Background: an optimization exercise with open tools, aiming at small area, a short achievable clock period and few clock cycles. Do not read the settings as production practice.
The RTL was checked by simulation tests, not by an equivalence proof against the original design.
Power is estimated from default activity; no workload was simulated.

## flow/design.v (module list and top-level ports; edited modules follow where they fit)
// module booth: 2994 lines
// module booth_mul: 19 lines
module booth_mul (
    input             CLK ,
    input             RSTn ,
    input      [23:0] m1 ,
    input      [23:0] m2 ,
    input             BREQ ,
    output     [47:0] res ,
    output            BACK
);
  // ...
==> flow/run.sh <==
#!/bin/bash
# synth_recipe.tcl (not shown) runs the flow's synth.tcl, then flattens the netlist and writes it again
# the make line also repeats each setting of config.mk as NAME=value (left out here)
make -C /OpenROAD-flow-scripts/flow DESIGN_CONFIG=/design/flow/config.mk WORK_HOME=/design/flow/orfs CLKGATE_MAP_FILE= SYNTH_SCRIPT=/design/flow/synth_recipe.tcl finish
==> flow/config.mk <==
export PLATFORM = sky130hd
export DESIGN_NAME = booth_mul
export DESIGN_NICKNAME = booth_mul
export VERILOG_FILES = /design/flow/design.v
export SDC_FILE = /design/flow/constraint.sdc
export NUM_CORES = 4
export LEC_CHECK = 0
export CAP_MARGIN = 20
export CORE_MARGIN = 2
export CORE_UTILIZATION = 40
export SETUP_SLACK_MARGIN = 1.5
export SLEW_MARGIN = 20
==> flow/constraint.sdc <==
create_clock -name core_clock -period 6.0 [get_ports {CLK}]
set_input_delay 1.2000 -clock core_clock [delete_from_list [all_inputs] [get_ports {CLK}]]
set_output_delay 1.2000 -clock core_clock [all_outputs]
set_load 0.01 [all_outputs]
==> flow_summary.json, run 1 <==
{
  "outcome": "finished clean",
  "syn2layout_area_growth_pct": 9.496,
  "p_int_mw": 6.725,
  "hold_path.class": "in -> reg",
  "synth_area_per_cell_um2": 7.165,
  "largestClassByArea": "multi-input combinational cells",
  "postPlaceCellArea_um2": 22490,
  "synth_seq_cells": 110,
  "grt_use_total_pct": 28.68,
  "hold_buffers": 0,
  "register_area_um2": 2208,
  "period_share_pct": 76.67,
  "postLayoutCoreUtil_pct": 44.22,
  "finalWirelength_um": 82310,
  "synth_simple_gate_area_share_pct": 13.88,
  "nFillCells": 5348,
  "nets": 3228,
  "dp_hpwl_um": 60480,
  "dp_slack_ps": 624.9,
  "die_h_um": 236.9,
  "syn_inst": 3027,
  "crit_start": "u_booth.q_s727",
  "path_max_fanout": 6,
  "final_cell_area_um2": 23750,
  "whs_ps": 1338,
  "path_class": "reg -> out",
  "cp.arrival_ps": 3400,
  "critical-path-top-delay-family": "compound AO/OA/AOI/OAI gates",
  "synth_area_leader_cell": "fa_1",
  "drive_above_1_share_pct": 11.90,
  "slowest_stage": "fa_1",
  "end_kind": "output port",
  "io_buffers": 99,
  "yosys-mux-area-fraction_pct": 0.05192,
  "holdPathEnd": "u_booth.q_pp30",
  "cts_setup_buffers": 25,
  "fin_crit_ps": 4600
}
Testbench counts, summed over its fixed seeds: cycles 32,000.
==> inputs of run 2 (changes only) <==
--- a/flow/config.mk
+++ b/flow/config.mk
@@ -6,4 +6,5 @@
 export NUM_CORES = 4
 export LEC_CHECK = 0
+export ABC_AREA = 1
 export CAP_MARGIN = 20
 export CORE_MARGIN = 2
==> flow_summary.json, run 2 <==
{
  "grt_use_total_pct": 25.58,
  "final_cell_mix": "inv_1, nand2_1, xor2_1, o22ai_1, fa_1",
  "synth_ff_type": "dfxtp_1",
  "io_pins": 100,
  "cts_max_path_buffers": 2,
  "die_h_um": 216.9,
  "numCtsBuffers": 9,
  "wire_per_inst_um": 20.20,
  "via_per_inst": 5.289,
  "grt_max_degree": 25,
  "slowest_stage": "fa_1",
  "drtPass1Iterations": 8,
  "synth_area_um2": 18140,
  "syn2layout_area_growth_pct": 15.91,
  "path_max_fanout": 12,
  "routabilityCongestion": 0.9713,
  "grt_pass1_vias": 15650,
  "register_area_um2": 2202,
  "path_class": "in -> reg",
  "nets": 2764,
  "critical_path.cell_chain": "dlygate4sd2_1 > clkinvlp_4 > o21ai_4 > buf_12 > o22ai_1 > xor2_1 > fa_1 > fa_1 > fa_1 > inv_1 > fa_1",
  "start_util_pct": 40.23,
  "worst_slack_ps": 1552,
  "rsz0062_at_grt": "yes",
  "vias": 15930,
  "synth_area_leader_cell": "fa_1",
  "fp.coreArea_um2": 45090,
  "drcViolationCount": 0,
  "cp.arrival_ps": 4670,
  "clk_pin_slew_worst_paths_ps": 90,
  "cpPeakStageDelay_ps": 530,
  "n_antenna_cell": 0,
  "postRouteAntennaNets": 0,
  "ir_drop_mv": 0.9422,
  "dieArea_um2": 47060,
  "final_common_cell": "inv_1",
  "ys_warn_count": 1,
  "setup_viol": 0,
  "cts_sinks": 110,
  "final_hold_viol_count": 0,
  "tns_ps": 0,
  "dp_hpwl_um": 48040,
  "cp_common_cell": "fa_1",
  "outcome": "finished clean",
  "period_share_pct": 74.13,
  "antenna_found_initial": 1,
  "worstMarginPinSlew_ps": 850.6,
  "h-tree-depth": 3,
  "cellPowerDensity_nw_per_um2": 668.0,
  "die_x_um": 216.9,
  "yosysUniqueCellTypes": 35,
  "cts_tree": "built",
  "end_kind": "flop",
  "slew_headroom_pct": 43.23,
  "multi_input_area_um2": 13580,
  "nFillCells": 4448,
  "hold_buffers": 0,
  "dp_slack_ps": 678.3,
  "syn_inst": 2331,
  "io_buffers": 99,
  "root_buffer": "clkbuf_16",
  "grt_pass1_wl_um": 92200,
  "slew_viol_final": 0,
  "row_count": 78,
  "synth-edff-count": 0,
  "grt-ovfl-total": 0,
  "synthTopCellsByCount": "inv_1, nand2_1, xor2_1",
  "cap_viol_max_count": 0,
  "hold_path.class": "in -> reg",
  "synth_area_leaders": "fa_1, xor2_1, dfxtp_1",
  "p_leak_nw": 10.25,
  "yosysSeqAreaShare_pct": 12.14,
  "yosysMostFrequentCell": "inv_1",
  "finalWirelength_um": 60850,
  "required_ps": 6220,
  "synth_fp_nets": 2688,
  "timing.fmax_mhz": 224.8,
  "fin_crit_ps": 4448,
  "whs_ps": 1326,
  "ys_async_sr_fraction_pct": 0,
  "drt_iter0_markers": 1448,
  "crit_path_start_kind": "primary input",
  "synth_area_per_cell_um2": 7.781,
  "postLayoutCoreUtil_pct": 46.63,
  "synth_seq_cells": 110,
  "drive_above_1_share_pct": 13.81,
  "synth_top_area_share_pct": 24.72
}
==> run 2: cell types whose count changed after synthesis, moves of 120 or more <==
cell	before	now
o21ai_0	196	11
inv_1	244	456
a21oi_1	345	29
clkbuf_1	295	10
xor2_1	54	312
a22oi_1	120	0
==> run 2: metal layers <==
layer / share of wire, % / GRT usage (%) / routed length [um] / up-vias
met5: 0 / 0 / 0 / -
met4: 3.5 / 8.950 / 2131 / 0
met3: 8.0 / 3.508 / 4848 / 139
met2: 44 / 39.93 / 26900 / 759
met1: 44 / 36.28 / 26970 / 7699
li1: - / - / - / 7334
==> run 2: cell type report <==
class | count | area share [%]
Clock buffer | 11 | 1.155
Clock inverter | 5 | 0.2024
Inverter | 471 | 8.767
Multi-Input combinational cell | 1574 | 64.60
Sequential cell | 110 | 10.47
Tap cell | 600 | 3.571
Timing Repair Buffer | 241 | 11.23
==> run 2: power by group <==
group | switching [mW] | total [mW] | internal [mW]
Sequential | 0.190 | 1.36 | 1.17
Combinational | 7.01 | 12.1 | 5.10
Clock | 0.285 | 0.584 | 0.299
Total | 7.48 | 14.0 | 6.56
==> run 2: final timing paths <==
check / start / to / cells after the start
max: m2[11] / u_booth.q_s735 / 11
min: m2[1] / u_booth.q_m2_1 / 2
==> run 2: repair_timing <==
item | 4_1_cts | 5_1_grt
hold endpoints to repair | 0 | 0
pin swaps | 0 | 10
buffers inserted | 8 | 49
gates resized for setup | 55 | 111
cloned | 0 | 4
endpoints found under the setup margin | 65 | 56
==> run 2: cell families after synthesis <==
group	count (synthesis)	synth area share (%)
buffers and inverters	649	15.51
xor gates and xnor gates	313	15.11
DFF	110	12.14
and+or+nand+nor	615	13.82
adders and majority gates	306	30.38
AOI/OAI and AO/OA	338	13.02
==> run 2: critical path, delay by kind of cell <==
family / cells / cell delay (ps)
adders and majority gates: 4 / 1860
buffers and inverters: 4 / 1030
xor gates and xnor gates: 1 / 200
AOI/OAI and AO/OA: 2 / 350
==> run 2: stage by stage <==
step	power [mW]	std cells	instance area (um2)
after floorplan	9.263	2331	18140
after global placement	12.47	2935	19460
after detailed placement	12.64	2935	19460
after CTS	13.28	2959	20000
after global routing	15.47	3012	21020
final	14.04	3012	21020
==> inputs of run 3 (changes only) <==
--- a/flow/config.mk
+++ b/flow/config.mk
@@ -10,4 +10,4 @@
 export CORE_MARGIN = 2
 export CORE_UTILIZATION = 40
-export SETUP_SLACK_MARGIN = 1.5
+export SETUP_SLACK_MARGIN = 2.0
 export SLEW_MARGIN = 20
==> flow_summary.json, run 3 <==
{
  "outcome": "finished clean",
  "cpPeakStageDelay_ps": 500,
  "nets": 2895,
  "comb_power_share_pct": 86.6,
  "seq_power_share_pct": 9.3,
  "end_kind": "flop",
  "numCtsBuffers": 9,
  "h-tree-depth": 3,
  "cts_max_path_buffers": 2,
  "synth_ff_type": "dfxtp_1",
  "p_sw_share_pct": 54.59,
  "fin_crit_ps": 4016,
  "synthTopCellsByCount": "inv_1, nand2_1, xor2_1",
  "cts_sinks": 110,
  "cellPowerDensity_nw_per_um2": 634.8,
  "postLayoutCoreUtil_pct": 52.73,
  "min_delay_path_depth": 3,
  "drcViolationCount": 0,
  "clk_pin_slew_worst_paths_ps": 90,
  "finalWirelength_um": 71170,
  "ys_warn_count": 1,
  "p_sw_mw": 8.239,
  "drt_iter0_markers": 1768,
  "grt_pass1_wl_um": 103400,
  "dieArea_um2": 47060,
  "die_h_um": 216.9,
  "final_cell_mix": "inv_1, nand2_1, xor2_1, fa_1, o22ai_1",
  "slew_viol_final": 0,
  "crit_path_end": "u_booth.q_s735",
  "vias": 17050,
  "yosysSeqAreaShare_pct": 12.14,
  "syn2layout_area_growth_pct": 31.08,
  "synth_seq_cells": 110,
  "whs_ps": 1165,
  "final_hold_viol_count": 0,
  "critical-path-top-delay-family": "adder cells",
  "syn_inst": 2331,
  "dp_hpwl_um": 48100,
  "tns_ps": 0,
  "crit_buf_inv": 6,
  "synth_area_per_cell_um2": 7.781,
  "row_count": 78,
  "cts_tree": "built",
  "start_util_pct": 40.23,
  "grt_pass1_vias": 16990,
  "slew_headroom_pct": 62.56,
  "synth-edff-count": 0,
  "ys_async_sr_fraction_pct": 0,
  "cp.arrival_ps": 4270,
  "path_max_fanout": 15,
  "drtPass1Iterations": 7,
  "yosysUniqueCellTypes": 35,
  "grt-ovfl-total": 0,
  "slowest_stage": "fa_1",
  "crit_start": "m2[7]",
  "ir_drop_mv": 0.7272,
  "antenna_found_initial": 2,
  "fp.coreArea_um2": 45090,
  "routabilityCongestion": 0.9514,
  "path_class": "in -> reg",
  "synth_top_area_share_pct": 24.72,
  "critical_path.cell_chain": "buf_4 > buf_12 > nand2_1 > inv_1 > nor2_4 > inv_2 > buf_12 > o22ai_2 > xor2_1 > fa_1 > fa_1 > fa_1 > inv_1 > fa_1",
  "hold_path.class": "in -> reg",
  "synth_area_leader_cell": "fa_1",
  "io_pins": 100,
  "die_x_um": 216.9,
  "wire_per_inst_um": 22.64,
  "root_buffer": "clkbuf_16",
  "synth_area_leaders": "fa_1, xor2_1, dfxtp_1",
  "grt_max_degree": 25,
  "power_frac_clock_pct": 4.1,
  "synth_area_um2": 18140,
  "io_buffers": 99,
  "grt_use_total_pct": 29.24,
  "required_ps": 6250,
  "timing.fmax_mhz": 249.0,
  "p_leak_nw": 11.50,
  "rsz0062_at_grt": "yes",
  "period_share_pct": 66.93,
  "postRouteAntennaNets": 0,
  "synth_fp_nets": 2688,
  "worstMarginPinSlew_ps": 555.7,
  "via_per_inst": 5.423,
  "final_common_cell": "inv_1",
  "yosysMostFrequentCell": "inv_1",
  "cp.depth": 14,
  "nFillCells": 4224,
  "drive_above_1_share_pct": 27.64,
  "cp_common_cell": "fa_1",
  "cap_viol_max_count": 0,
  "n_antenna_cell": 0,
  "crit_path_start_kind": "primary input",
  "setup_viol": 0,
  "p_int_mw": 6.853
}
-- run 3: cell counts after synthesis --
No cell type changed its count.
-- run 3: cells by family after synthesis --
| logic type | after synthesis | share of synthesized area (%) |
|---|---|---|
| compound gates | 338 | 13.02 |
| xor+xnor | 313 | 15.11 |
| simple gates | 615 | 13.82 |
| buf+inv | 649 | 15.51 |
| fa+ha+maj | 306 | 30.38 |
| flops | 110 | 12.14 |
-- run 3: tightest hold or removal path, delay by kind of cell --
family / cells / cell delay [ps]
and+or+nand+nor: 1 / 100
xor gates and xnor gates: 1 / 60
buffers and inverters: 1 / 140
-- run 3: routing by layer --
layer / vias up / global-route usage [%] / wire, um
met3: 318 / 6.457 / 7607
met2: 1059 / 45.42 / 30850
met5: - / 0 / 11
met4: 2 / 15.32 / 4649
li1: 7603 / - / -
met1: 8064 / 38.16 / 28050
-- run 3: stage by stage --
step / std cells / cell area, um2 / total power [mW] / setup WS (ps)
after floorplan: 2331 / 18500 / 9.297 / 1984
after global placement: 2931 / 19650 / 12.47 / 555.5
after detailed placement: 2931 / 19650 / 12.61 / 491.2
after CTS: 3090 / 22680 / 14.30 / 1957
after global routing: 3143 / 23770 / 16.46 / 1893
final: 3143 / 23770 / 15.09 / 1984
-- run 3: worst min-delay path by stage --
stage	startpoint	endpoint	slack, ps
floorplan	m2[1]	u_booth.q_m2_1	1230
global placement	BREQ	u_booth.busy	1720
detailed placement	RSTn	u_booth.busy	1730
CTS	m2[3]	u_booth.q_m2_3	1270
global route	m2[0]	u_booth.q_pp3	1170
finish	m2[0]	u_booth.q_pp3	1160
-- run 3: final cells by class --
cell class	instances	area [um2]	area share [%]
Tap cell	600	750.7	3.158
Multi-Input combinational cell	1582	14860	62.50
Timing Repair Buffer	362	3705	15.58
Inverter	471	1929	8.115
Sequential cell	110	2215	9.315
Timing Repair inverter	2	15.01	0.06315
Clock buffer	10	239.0	1.005
Clock inverter	6	62.56	0.2631
-- run 3: power by group through the flow --
stage                     Combinational, mW  Clock, mW  Sequential (mW)
final                                  13.1      0.612             1.41
after global routing                   14.4      0.648             1.43
after CTS                              12.3      0.621             1.40
after detailed placement               11.2          0             1.40
after global placement                 11.1          0             1.40
after floorplan                        8.00          0             1.30
-- run 3: timing repair --
action / in CTS / in global routing
setup buffers: 130 / 45
pin swaps: 68 / 103
hold buffers: 0 / 0
resized for setup: 401 / 227
endpoints found under the setup margin: 122 / 71
cloned: 13 / 8
==> inputs of run 4 (changes only) <==
--- a/flow/config.mk
+++ b/flow/config.mk
@@ -9,5 +9,5 @@
 export CAP_MARGIN = 20
 export CORE_MARGIN = 2
-export CORE_UTILIZATION = 40
-export SETUP_SLACK_MARGIN = 2.0
+export CORE_UTILIZATION = 55
+export SETUP_SLACK_MARGIN = 1.5
 export SLEW_MARGIN = 20
==> flow_summary.json, run 4 <==
{
  "die_x_um": 185.6,
  "finalWirelength_um": 59360,
  "postRouteAntennaNets": 0,
  "outcome": "finished clean",
  "cts_tree": "built",
  "tns_ps": 0,
  "worst_slack_ps": 1504,
  "slowest_stage": "fa_1",
  "setup_viol": 0,
  "dieArea_um2": 34450,
  "critical_path.cell_chain": "clkdlybuf4s15_1 > buf_6 > inv_6 > nand2_1 > o21ai_2 > buf_4 > o22ai_1 > xor2_1 > fa_1 > fa_1 > inv_1 > fa_1 > inv_1 > fa_1",
  "clk_pin_slew_worst_paths_ps": 80,
  "via_per_inst": 5.604,
  "crit_path_end": "u_booth.q_s787",
  "grt-ovfl-total": 0,
  "cellPowerDensity_nw_per_um2": 670.0,
  "end_kind": "flop",
  "cts_max_path_buffers": 2,
  "synth_area_leader_cell": "fa_1",
  "final_cells": 2841,
  "numCtsBuffers": 9,
  "final_hold_viol_count": 0,
  "synth_ff_type": "dfxtp_1",
  "final_common_cell": "inv_1",
  "ys_warn_count": 1,
  "crit_start": "m2[3]",
  "io_pins": 100,
  "cp.arrival_ps": 4710,
  "row_count": 66,
  "path_class": "in -> reg",
  "ir_drop_mv": 0.7832,
  "nets": 2751,
  "hold_path.class": "in -> reg",
  "period_share_pct": 74.93,
  "n_antenna_cell": 0,
  "worstMarginPinSlew_ps": 868.0,
  "yosysUniqueCellTypes": 35,
  "final_cell_area_um2": 20390,
  "synth_seq_cells": 110,
  "grt_pass1_vias": 15330,
  "synth_top_area_share_pct": 24.72,
  "die_h_um": 185.6,
  "fp.coreArea_um2": 32540,
  "grt_max_degree": 25,
  "synth_area_leaders": "fa_1, xor2_1, dfxtp_1",
  "syn_inst": 2331,
  "cp_common_cell": "fa_1",
  "final_cell_mix": "inv_1, nand2_1, xor2_1, o22ai_1, fa_1",
  "synth_area_um2": 18140,
  "h-tree-depth": 3,
  "dp_hpwl_um": 47380,
  "crit_path_start_kind": "primary input",
  "critical-path-top-delay-family": "adder cells",
  "nFillCells": 3022,
  "yosysSeqAreaShare_pct": 12.14,
  "slew_viol_final": 0,
  "path_max_fanout": 13,
  "postLayoutCoreUtil_pct": 62.67,
  "synthTopCellsByCount": "inv_1, nand2_1, xor2_1",
  "synth-edff-count": 0,
  "grt_pass1_wl_um": 88910,
  "slew_headroom_pct": 41.52,
  "yosysMostFrequentCell": "inv_1",
  "vias": 15920,
  "timing.fmax_mhz": 222.4,
  "p_leak_nw": 10.09,
  "total_power_mw": 13.66,
  "crit_buf_inv": 6,
  "fin_crit_ps": 4496,
  "synth_fp_nets": 2688,
  "placed_cells": 2773,
  "drive_above_1_share_pct": 12.63,
  "io_buffers": 99,
  "antenna_found_initial": 0,
  "whs_ps": 1358,
  "ys_async_sr_fraction_pct": 0,
  "routabilityCongestion": 1.015,
  "postPlaceCellArea_um2": 19230,
  "drt_iter0_markers": 1500,
  "start_util_pct": 55.75,
  "cts_sinks": 110,
  "required_ps": 6210,
  "rsz0062_at_grt": "yes",
  "dp_slack_ps": 722.8,
  "grt_use_total_pct": 34.71,
  "root_buffer": "clkbuf_16",
  "drcViolationCount": 0,
  "cpPeakStageDelay_ps": 480,
  "wire_per_inst_um": 20.89,
  "cp.depth": 14,
  "synth_area_per_cell_um2": 7.781,
  "syn2layout_area_growth_pct": 12.42,
  "drtPass1Iterations": 6,
  "cap_viol_max_count": 0
}
==> run 4: cells by family after synthesis <==
group | after synthesis | share of synthesized area [%]
DFF | 110 | 12.14
xor gates and xnor gates | 313 | 15.11
buffers and inverters | 649 | 15.51
adders and majority gates | 306 | 30.38
and+or+nand+nor | 615 | 13.82
AOI/OAI and AO/OA | 338 | 13.02
==> run 4: final cells by class <==
class / count / area (um2) / share of cell area, %
sequential: 110 / 2202 / 10.80
multi-input combinational: 1572 / 13400 / 65.72
inverter: 471 / 1839 / 9.020
timing repair inverter: 1 / 5.005 / 0.02454
clock inverter: 6 / 53.80 / 0.2639
tap: 442 / 553.0 / 2.712
clock buffer: 10 / 229.0 / 1.123
timing repair buffer: 229 / 2108 / 10.34
==> run 4: worst min path at each step <==
stage / to / cells after the start / from
global route: u_booth.busy / 3 / BREQ
global placement: u_booth.busy / 3 / BREQ
CTS: u_booth.busy / 3 / RSTn
floorplan: u_booth.q_m2_1 / 0 / m2[1]
finish: u_booth.busy / 3 / BREQ
detailed placement: u_booth.busy / 3 / RSTn
==> run 4: layer usage <==
metal	up-vias	part of all wire (%)	GRT usage, %
li1	7323	-	-
met1	7569	42	47.64
met2	878	43	52.94
met3	152	11	8.668
met4	0	4.0	13.04
met5	-	0	0
==> run 4: timing repair <==
action                                  4_1_cts  5_1_grt
cloned                                        0        1
hold buffers                                  0        0
endpoints found under the setup margin       62       55
gates resized for setup                      39       78
setup buffers                                 3       48
pin swaps                                     0        6
==> run 4: power by group <==
group	total (mW)	internal, mW	switching (mW)	leakage, nW
logic	11.7	4.95	6.80	9.03
clock network	0.567	0.289	0.278	0.135
registers	1.35	1.17	0.182	0.928
total	13.7	6.41	7.26	10.1

[port drivers added, routing unchanged]
No port has a modelled driver above. Below, the same layouts with a new extraction and two added sets of constraints. Step 1: set_driving_cell puts a clkbuf_16 on CLK and a buf_2 on each other input, an assumption about the parent block. Step 2 also shifts input and output timing later by t, the mid clock arrival at the registers, as if the neighbouring blocks saw the same clock. Three values: ideal, step 1, step 2; two values: the first two.
| run | t (ns) | setup WS [ns] | worst slew at a driven data input, ns |
|---|---|---|---|
| run 1 | 0.426 | 1.400 / 1.348 / 1.177 | 0.05 |
| run 2 | 0.412 | 1.552 / 1.572 / 1.180 | 0.05 |
| run 3 | 0.419 | 1.984 / 1.987 / 1.568 | 0.06 |
| run 4 | 0.408 | 1.504 / 1.541 / 1.133 | 0.08 |
After both steps setup and hold are still met in every run listed. The setup slack of run 3, which loses most, moves by +0.003 ns with the drivers and by -0.416 ns with both steps.
